From an optimization exercise on the open Yosys and OpenROAD flow, aimed at small area, a short achievable clock period and few clock cycles; shortcuts taken in it are not production practice.
No activity file was given, so power comes from the tool's default toggle rates.

## lane 1
==> flow/design.v <==
`timescale 1ns / 1ps
module full_reciprocal(
input logic clk,
input logic rst,  
input logic start,
output logic ready,
input logic [15:0] input0,
output logic [23:0] output0  
);
localparam int FL = 16;           
localparam int XW = FL - 1;       
localparam int KMAX = 1 << (20 - FL);
logic          busy;   
logic          first;  
logic [XW-1:0] x;      
logic [XW:0]   p;      
logic [19:0]   q;      
logic [19:0]   res;    
assign output0 = {4'b0, res};
logic fast;
assign fast = |input0[15:FL-1];
logic [KMAX+1:8] t;    
always_comb begin
	for (int k = 8; k <= KMAX; k++) t[k] = ({4'b0, input0} <= 20'(524288 / k));
	t[KMAX+1] = 1'b0;
end
logic [19:0] fq;
always_comb begin
	fq = '0;
	for (int k = 8; k <= KMAX; k++)
		if (t[k] & ~t[k+1]) fq = fq | 20'(k);
end
logic [XW-1:0] msk;    
logic [XW-1:0] msb;    
always_comb begin
	msk[XW-1] = x[XW-1];
	for (int i = XW-2; i >= 0; i--) msk[i] = msk[i+1] | x[i];
	msb = x & ~(msk >> 1);
end
logic [XW-1:0] r1;
assign r1 = (-x) & msk;
logic [XW+1:0] diff;
logic          qb;
logic [XW-1:0] r;
assign diff = {1'b0, p} - {2'b0, x};
assign qb   = ~diff[XW+1];
assign r    = qb ? diff[XW-1:0] : p[XW-1:0];
logic        pow2;
logic [19:0] xrev;
always_ff @(posedge clk) pow2 <= (x & (x - 1'b1)) == '0;
always_comb begin
	xrev = '0;
	for (int i = 0; i < XW; i++) xrev[19-i] = x[i];
end
logic done;
assign done = busy & ~first & q[19];
always_ff @(posedge clk) begin
	if (!busy)
		x <= input0[XW-1:0];
	if (first) begin
		p <= {r1, 1'b0};
		q <= {{(18-XW){1'b0}}, msb, 2'b01};
	end else begin
		p <= {r, 1'b0};
		q <= {q[18:0], qb};
	end
	if (!rst) begin
		if (done)
			res <= pow2 ? xrev : {q[18:0], qb};
		else if (!busy && start && fast)
			res <= fq;
	end
	if (rst) begin
		busy  <= 1'b0;
		first <= 1'b0;
		ready <= 1'b0;
	end else begin
		busy  <= busy ? ~done : start & ~fast;
		first <= ~busy & start & ~fast;
		ready <= done | (~busy & start & fast);
	end
end
endmodule
Settings: LEC_CHECK=0, CAP_MARGIN=20, CORE_MARGIN=2, CORE_UTILIZATION=40, SETUP_SLACK_MARGIN=5, SLEW_MARGIN=20; clock period 8.0 ns.
run.sh (not shown) runs the stock make flow with config.mk's settings and CLKGATE_MAP_FILE= SYNTH_SCRIPT=/design/flow/synth_recipe.tcl, a recipe that flattens the netlist after the stock synthesis.
Here is what was changed in the inputs of lane 2 compared with lane 1.
==> flow/design.v, changed modules only <==
module full_reciprocal(
input logic clk,
input logic rst,  
input logic start,
output logic ready,
input logic [15:0] input0,
output logic [23:0] output0  
);
localparam int FL = 16;           
localparam int XW = FL - 1;       
localparam int KMAX = 1 << (20 - FL);
logic          busy;
logic [XW-1:0] x;      
logic [XW:0]   p;      
logic [19:0]   q;      
logic [19:0]   res;    
assign output0 = {4'b0, res};
logic fast;
assign fast = |input0[15:FL-1];
logic [KMAX+1:8] t;    
always_comb begin
	for (int k = 8; k <= KMAX; k++) t[k] = ({4'b0, input0} <= 20'(524288 / k));
	t[KMAX+1] = 1'b0;
end
logic [19:0] fq;
always_comb begin
	fq = '0;
	for (int k = 8; k <= KMAX; k++)
		if (t[k] & ~t[k+1]) fq = fq | 20'(k);
end
logic [XW:0] p0;
always_comb begin
	logic any;
	any = 1'b0;
	for (int i = XW; i >= 1; i--) begin
		p0[i] = input0[i-1] & ~any;
		any = any | input0[i-1];
	end
	p0[0] = ~any;
end
logic [XW+1:0] d2p;
logic [XW+2:0] d1, d2, d3;
logic [1:0]    qd;
logic [XW-1:0] r;
assign d2p = {p, 1'b0};
assign d1  = {1'b0, d2p} - {3'b0, x};
assign d2  = {1'b0, d2p} - {2'b0, x, 1'b0};
assign d3  = {1'b0, d2p} - {3'b0, x} - {2'b0, x, 1'b0};
always_comb begin
	if (!d3[XW+2])      begin qd = 2'd3; r = d3[XW-1:0]; end
	else if (!d2[XW+2]) begin qd = 2'd2; r = d2[XW-1:0]; end
	else if (!d1[XW+2]) begin qd = 2'd1; r = d1[XW-1:0]; end
	else                begin qd = 2'd0; r = d2p[XW-1:0]; end
end
logic        pow2;
logic [19:0] xrev;
always_ff @(posedge clk) pow2 <= (x & (x - 1'b1)) == '0;
always_comb begin
	xrev = '0;
	for (int i = 0; i < XW; i++) xrev[19-i] = x[i];
end
logic done;
assign done = busy & (q[19] | q[18]);
always_ff @(posedge clk) begin
	if (!busy) begin
		x <= input0[XW-1:0];
		p <= p0;
		q <= {{(19-XW){1'b0}}, p0};
	end else begin
		p <= {r, 1'b0};
		q <= {q[17:0], qd};
	end
	if (!rst) begin
		if (done)
			res <= pow2 ? xrev : q[19] ? {q[18:0], qd[1]} : {q[17:0], qd};
		else if (!busy && start && fast)
			res <= fq;
	end
	if (rst) begin
		busy  <= 1'b0;
		ready <= 1'b0;
	end else begin
		busy  <= busy ? ~done : start & ~fast;
		ready <= done | (~busy & start & fast);
	end
end
endmodule
Findings:
- Lane 2: done, clean on timing, DRC and antenna
- Taking lane 1 as the reference point, the part of the power in the clock network of lane 2 falls by 4.2 points.
- Diff lane 1 -> lane 2 | via-per-instance ratio | increase of 6.6%
- Lane 2 vs. lane 1: insertion delay to the later sink of the worst-skew pair shows a reduction of 0.02 ns; critical path depth shows an increase of 9; clock transition at the registers of the reported paths shows a reduction of 0.03 ns.
- The run showing the smaller switching part of the total is lane 1.
- Summary of lane 2 over lane 1: final critical-path required period grew by 1.02 ns; final critical-path share of the clock period went up 13 points; highest ir drop seen on vdd lost 35%.
No functional check of the RTL was part of any run of this note.

* * *

Starts from the design.v that is shown in full above.
clock: 8.0 ns
lec_check: 0
cap_margin: 20
core_margin: 2
core_utilization: 40
slew_margin: 20
standard.sh (not shown) runs the stock make flow with config.mk's settings and CLKGATE_MAP_FILE= SYNTH_SCRIPT=/design/flow/synth_recipe.tcl, a recipe that flattens the netlist after the stock synthesis.
==> flow/flow/run.sh <==
#!/bin/bash
set -euo pipefail
MARGIN=$(cat flow/margin.txt)
bash standard.sh SETUP_SLACK_MARGIN=$MARGIN finish > standard_flow.log 2>&1
==> flow/flow/margin.txt <==
5.5
Next try:
==> flow/design.v (replaced) <==
`timescale 1ns / 1ps
module full_reciprocal(
input logic clk,
input logic rst,  
input logic start,
output logic ready,
input logic [15:0] input0,
output logic [23:0] output0  
);
localparam int FL = 15;           
localparam int XW = FL - 1;       
localparam int KMAX = 1 << (20 - FL);
logic          busy;   
logic          first;  
logic [15:0]   x;      
logic [XW:0]   p;      
logic [19:0]   q;      
logic [19:0]   res;    
assign output0 = {4'b0, res};
logic fast;
assign fast = |x[15:FL-1];
logic [KMAX+1:8] t;    
always_comb begin
	for (int k = 8; k <= KMAX; k++) t[k] = ({4'b0, x} <= 20'(524288 / k));
	t[KMAX+1] = 1'b0;
end
logic [19:0] fq;
always_comb begin
	fq = '0;
	for (int k = 8; k <= KMAX; k++)
		if (t[k] & ~t[k+1]) fq = fq | 20'(k);
end
logic [XW-1:0] xs;     
logic [XW-1:0] msk;    
logic [XW-1:0] msb;    
assign xs = x[XW-1:0];
always_comb begin
	msk[XW-1] = xs[XW-1];
	for (int i = XW-2; i >= 0; i--) msk[i] = msk[i+1] | xs[i];
	msb = xs & ~(msk >> 1);
end
logic [XW-1:0] r1;
assign r1 = (-xs) & msk;
logic [XW+1:0] diff;
logic          qb;
logic [XW-1:0] r;
assign diff = {1'b0, p} - {2'b0, xs};
assign qb   = ~diff[XW+1];
assign r    = qb ? diff[XW-1:0] : p[XW-1:0];
logic        pow2;
logic [19:0] xrev;
always_ff @(posedge clk) pow2 <= (xs & (xs - 1'b1)) == '0;
always_comb begin
	xrev = '0;
	for (int i = 0; i < XW; i++) xrev[19-i] = xs[i];
end
logic fdone, sdone;
assign fdone = first & fast;
assign sdone = busy & ~first & q[19];
always_ff @(posedge clk) begin
	if (!busy)
		x <= input0;
	if (first) begin
		p <= {r1, 1'b0};
		q <= {{(18-XW){1'b0}}, msb, 2'b01};
	end else begin
		p <= {r, 1'b0};
		q <= {q[18:0], qb};
	end
	if (!rst) begin
		if (sdone)
			res <= pow2 ? xrev : {q[18:0], qb};
		else if (fdone)
			res <= fq;
	end
	if (rst) begin
		busy  <= 1'b0;
		first <= 1'b0;
		ready <= 1'b0;
	end else begin
		busy  <= busy ? ~(fdone | sdone) : start;
		first <= ~busy & start;
		ready <= fdone | sdone;
	end
end
endmodule
Outcome:
- area after synthesis increases by 23%
- worst hold slack loses 7.5 ps
- non-clock buffer count rose by 57
- total power grows by 11%
- clock-buffer cell count is unchanged
- sequential cell count is unchanged
- setup slack improved by 610 ps
No functional check of the RTL was part of any run of this note.

## afterwards: timing with drivers on the ports
The flow's constraints put no driver on any port. The routed layouts listed below were extracted and timed again, unchanged, in two steps.
Step 1: set_driving_cell puts a clkbuf_16 on clk and a buf_2 on each other input, an assumption about the parent block.
Step 2 also shifts input and output timing later by t, the mid clock arrival at the registers, as if the neighbouring blocks saw the same clock.
Slacks: ideal ports / drivers / drivers and shift; pairs: ideal ports / drivers.
| run | t, ns | slack for setup (ns) | hold slack, ns | slew at the worst register clock pin (ns) | pins driven straight from the clock port |
|---|---|---|---|---|---|
| lane 1 | 0.382 | 4.835 / 4.830 / 4.448 | 0.457 / 0.457 / 0.457 | 0.09 / 0.09 | 1 |
| lane 2 | 0.375 | 3.815 / 3.815 / 3.815 | 0.475 / 0.475 / 0.475 | 0.06 / 0.06 | 1 |
| the first run of note 2 | 0.383 | 4.739 / 4.738 / 4.356 | 0.462 / 0.462 / 0.462 | 0.09 / 0.09 | 1 |
| the second run of note 2 | 0.398 | 5.349 / 5.349 / 5.157 | 0.455 / 0.455 / 0.455 | 0.07 / 0.07 | 1 |
After both steps setup and hold are still met in every run listed. The setup slack of lane 1, which loses most, moves by -0.005 ns with the drivers and by -0.387 ns with both steps.
